Context: an optimization exercise on an open-source flow, tuned for small area and a short achievable clock period. The choices shown serve that exercise and are no tape-out recipe. Where RTL was checked, it was by simulation tests only, not by an equivalence proof against the original. Power is estimated from default activity; no workload was simulated.

## cordic
module cordic (
    input wire signed [31:0] angle,
    input wire clk, reset,
    output wire signed [31:0] x, y
);
For scale: ~670 cells after synthesis, roughly 99 flip-flops.
export LEC_CHECK = 0
export ABC_AREA = 1
export CAP_MARGIN = 20
export CORE_MARGIN = 2
export CORE_UTILIZATION = 60
export CTS_BUF_LIST = sky130_fd_sc_hd__clkbuf_4 sky130_fd_sc_hd__clkbuf_8
export SETUP_SLACK_MARGIN = 3.0
export SLEW_MARGIN = 20
create_clock -name core_clock -period 5.0 [get_ports {clk}]
standard.sh (not shown) runs the stock make flow with config.mk's settings and CLKGATE_MAP_FILE= SYNTH_SCRIPT=/design/flow/synth_recipe.tcl, a recipe that flattens the netlist after the stock synthesis.
==> flow/flow/run.sh <==
#!/bin/bash
# Standard ORFS layout, except that the port buffers are plain buffers
# (buf_1) instead of the delay cells buffer_ports picks by default.
set -euo pipefail
export BUFFER_PORTS_ARGS="-buffer_cell sky130_fd_sc_hd__buf_1"
bash standard.sh finish > flow_standard.log 2>&1
The starting point finished with timing, DRC and antenna clean.
Edit:
--- a/flow/design.v
+++ b/flow/design.v
@@ -31,56 +31,55 @@
 wire t_m647 = (~zo[12] & ~zo[11]) | (~zo[12] & zo[11] & ~zo[10]) | (~zo[12] & zo[11] & zo[10] & ~zo[9] & ~zo[8]) | (~zo[12] & zo[11] & zo[10] & ~zo[9] & zo[8] & ~zo[7] & ~zo[6]) | (~zo[12] & zo[11] & zo[10] & ~zo[9] & zo[8] & ~zo[7] & zo[6] & ~zo[5]) | (~zo[12] & zo[11] & zo[10] & ~zo[9] & zo[8] & ~zo[7] & zo[6] & zo[5] & ~zo[4]) | (~zo[12] & zo[11] & zo[10] & ~zo[9] & zo[8] & ~zo[7] & zo[6] & zo[5] & zo[4] & ~zo[3]) | (~zo[12] & zo[11] & zo[10] & ~zo[9] & zo[8] & ~zo[7] & zo[6] & zo[5] & zo[4] & zo[3] & ~zo[2] & ~zo[1] & ~zo[0]);
 wire t_p647 = (~zo[12]) | (zo[12] & ~zo[11] & ~zo[10] & ~zo[9]) | (zo[12] & ~zo[11] & ~zo[10] & zo[9] & ~zo[8] & ~zo[7]) | (zo[12] & ~zo[11] & ~zo[10] & zo[9] & ~zo[8] & zo[7] & ~zo[6] & ~zo[5] & ~zo[4] & ~zo[3] & ~zo[2]) | (zo[12] & ~zo[11] & ~zo[10] & zo[9] & ~zo[8] & zo[7] & ~zo[6] & ~zo[5] & ~zo[4] & ~zo[3] & zo[2] & ~zo[1]) | (zo[12] & ~zo[11] & ~zo[10] & zo[9] & ~zo[8] & zo[7] & ~zo[6] & ~zo[5] & ~zo[4] & ~zo[3] & zo[2] & zo[1] & ~zo[0]);
 wire t_p1949 = (~zo[12]) | (zo[12] & ~zo[11] & ~zo[10]) | (zo[12] & ~zo[11] & zo[10] & ~zo[9]) | (zo[12] & ~zo[11] & zo[10] & zo[9] & ~zo[8]) | (zo[12] & ~zo[11] & zo[10] & zo[9] & zo[8] & ~zo[7]) | (zo[12] & ~zo[11] & zo[10] & zo[9] & zo[8] & zo[7] & ~zo[6] & ~zo[5] & ~zo[4]) | (zo[12] & ~zo[11] & zo[10] & zo[9] & zo[8] & zo[7] & ~zo[6] & ~zo[5] & zo[4] & ~zo[3]) | (zo[12] & ~zo[11] & zo[10] & zo[9] & zo[8] & zo[7] & ~zo[6] & ~zo[5] & zo[4] & zo[3] & ~zo[2]) | (zo[12] & ~zo[11] & zo[10] & zo[9] & zo[8] & zo[7] & ~zo[6] & ~zo[5] & zo[4] & zo[3] & zo[2] & ~zo[1] & ~zo[0]);
 wire s   = angle[31];
 wire h0  = angle[16];
 wire zr  = (angle[30:17] == 14'd0);
 wire in_r = ~s & zr & ~h0;
 wire h1   = ~s & zr & h0;
-wire sneg = (~s & ~zr) | (s & zr & ~h0) | (h1 & ~lo_lt17527);
-wire spos = s & ~(zr & ~h0);
+wire h1ok = h1 & lo_lt17527;                
+wire f0   = h1 | (~s & ~zr) | (s & zr & ~h0);    
 wire qa = lo_lt16387;
 wire qb = ~lo_lt16387 & lo_lt32769;
 wire qc = ~lo_lt32769 & lo_lt49152;
 wire qd = ~lo_lt49152;
 wire selA = ~in_r | qa;
 wire d1 = (selA & lo_lt8192) | (in_r & qb & ~lo_lt24577) | (in_r & qc & lo_lt40960) | (in_r & qd & ~lo_lt57344);
 wire d2y = (selA & lo_lt3362) | (in_r & qb & ~lo_lt29407) | (in_r & qc & lo_lt36130) | (in_r & qd & ~lo_lt62174);
 wire d2n = (selA & lo_lt13022) | (in_r & qb & ~lo_lt19747) | (in_r & qc & lo_lt45790) | (in_r & qd & ~lo_lt52514);
 wire d2 = d1 ? d2y : d2n;
-wire qb_s = qb & ~lo[15];                    
-wire neg = in_r & (qb_s | qd);
-wire [2:0] cls = sneg ? 3'b110 : spos ? 3'b111 : h1 ? 3'b101 :
-                 (qa ? 3'b000 : qb_s ? 3'b001 : qc ? 3'b010 : qd ? 3'b011 : 3'b100);
-reg [14:0] lop_1;
+wire [1:0] qi = {~lo_lt32769, qb | qd};
+wire neg = in_r & qi[0];
+wire [2:0] cls = in_r ? {1'b0, qi} : {1'b1, ~h1ok, f0};
+reg [12:0] lop_1;
 reg [1:0] d_1;
 reg [2:0] cls_1;
 always @(posedge clk) begin
-    lop_1 <= lo[14:0] ^ {15{neg}};
+    lop_1 <= lo[12:0] ^ {13{neg}};
     d_1   <= {d2, d1};
     cls_1 <= cls;
 end
-wire cin = (cls_1 == 3'b001);
+wire cin = (cls_1 == 3'b001);               
 wire [12:0] k3 = d_1[0] ? (d_1[1] ? 13'd7386 : 13'd2274) : (d_1[1] ? 13'd5918 : 13'd806);
 reg [12:0] z3_2;
 reg [1:0] d_2;
 reg [2:0] cls_2;
 always @(posedge clk) begin
     z3_2  <= lop_1[12:0] + {12'd0, cin} + k3;
     d_2   <= d_1;
     cls_2 <= cls_1;
 end
 assign zo = {~z3_2[12], z3_2[11:0]};       
 wire d3 = z3_2[12];
 wire d4 = d3 ? t_m1298 : t_p1298;
 wire d5 = d3 ? (d4 ? t_m1949 : t_m647) : (d4 ? t_p647 : t_p1949);
 wire sat = cls_2[2] & cls_2[1];
-wire f   = cls_2[2] & (cls_2[1] ^ cls_2[0]);
-wire [1:0] q = cls_2[2] ? {cls_2[1] | cls_2[0], 1'b1} : cls_2[1:0];
+wire f   = cls_2[2] & cls_2[0];
+wire [1:0] q = cls_2[1:0] | {2{cls_2[2]}};
 reg [7:0] code_3, code_4, code_5, code_6, code_7;
 always @(posedge clk) begin
     code_3 <= {q, {d5 ^ d4, d4 ^ d3, d3 ^ d_2[1], d_2[1] ^ d_2[0], d_2[0]} & {5{~sat}}, f};
     code_4 <= code_3;
     code_5 <= code_4;
     code_6 <= code_5;
     code_7 <= code_6;
 end
=> Sequential share of layout area decreases by 1.3 points. Via count increases by a few percent. Die area decreases slightly. Global-route usage increases by 0.76 points. Setup slack is better by 0.035 ns. Worst hold slack is about the same. Routed wire length increases by a few percent. Power decreases by a few percent. Final area increases by a few percent. Critical path depth stays the same.
Function not checked in the second run of this note: the RTL went through the layout flow alone.

==> re-timing with driven ports <==
In the flow no input, the clock included, has a driving cell. The finished layouts below were timed again as built, in two steps.
Step 1 assumes that a clkbuf_16 drives the clock port and a buf_2 every other input.
Step 2 times the ports against the registers' clock, not the clock port: input delays grow and output delays shrink by t, the midpoint of the rising clock arrivals with the driver on.
Slacks: no drivers / after step 1 / after step 2; pairs: no drivers / after step 1.
run	shift t [ns]	setup WS [ns]	worst slew at a driven data input, ns	cell pins on the clock port's net
the first run	0.396	2.946 / 2.916 / 2.715	0.04	1
the second run	0.391	2.981 / 2.948 / 2.677	0.04	1
After both steps setup and hold are still met in every run listed. The setup slack of the second run, which loses most, moves by -0.033 ns with the drivers and by -0.304 ns with both steps.
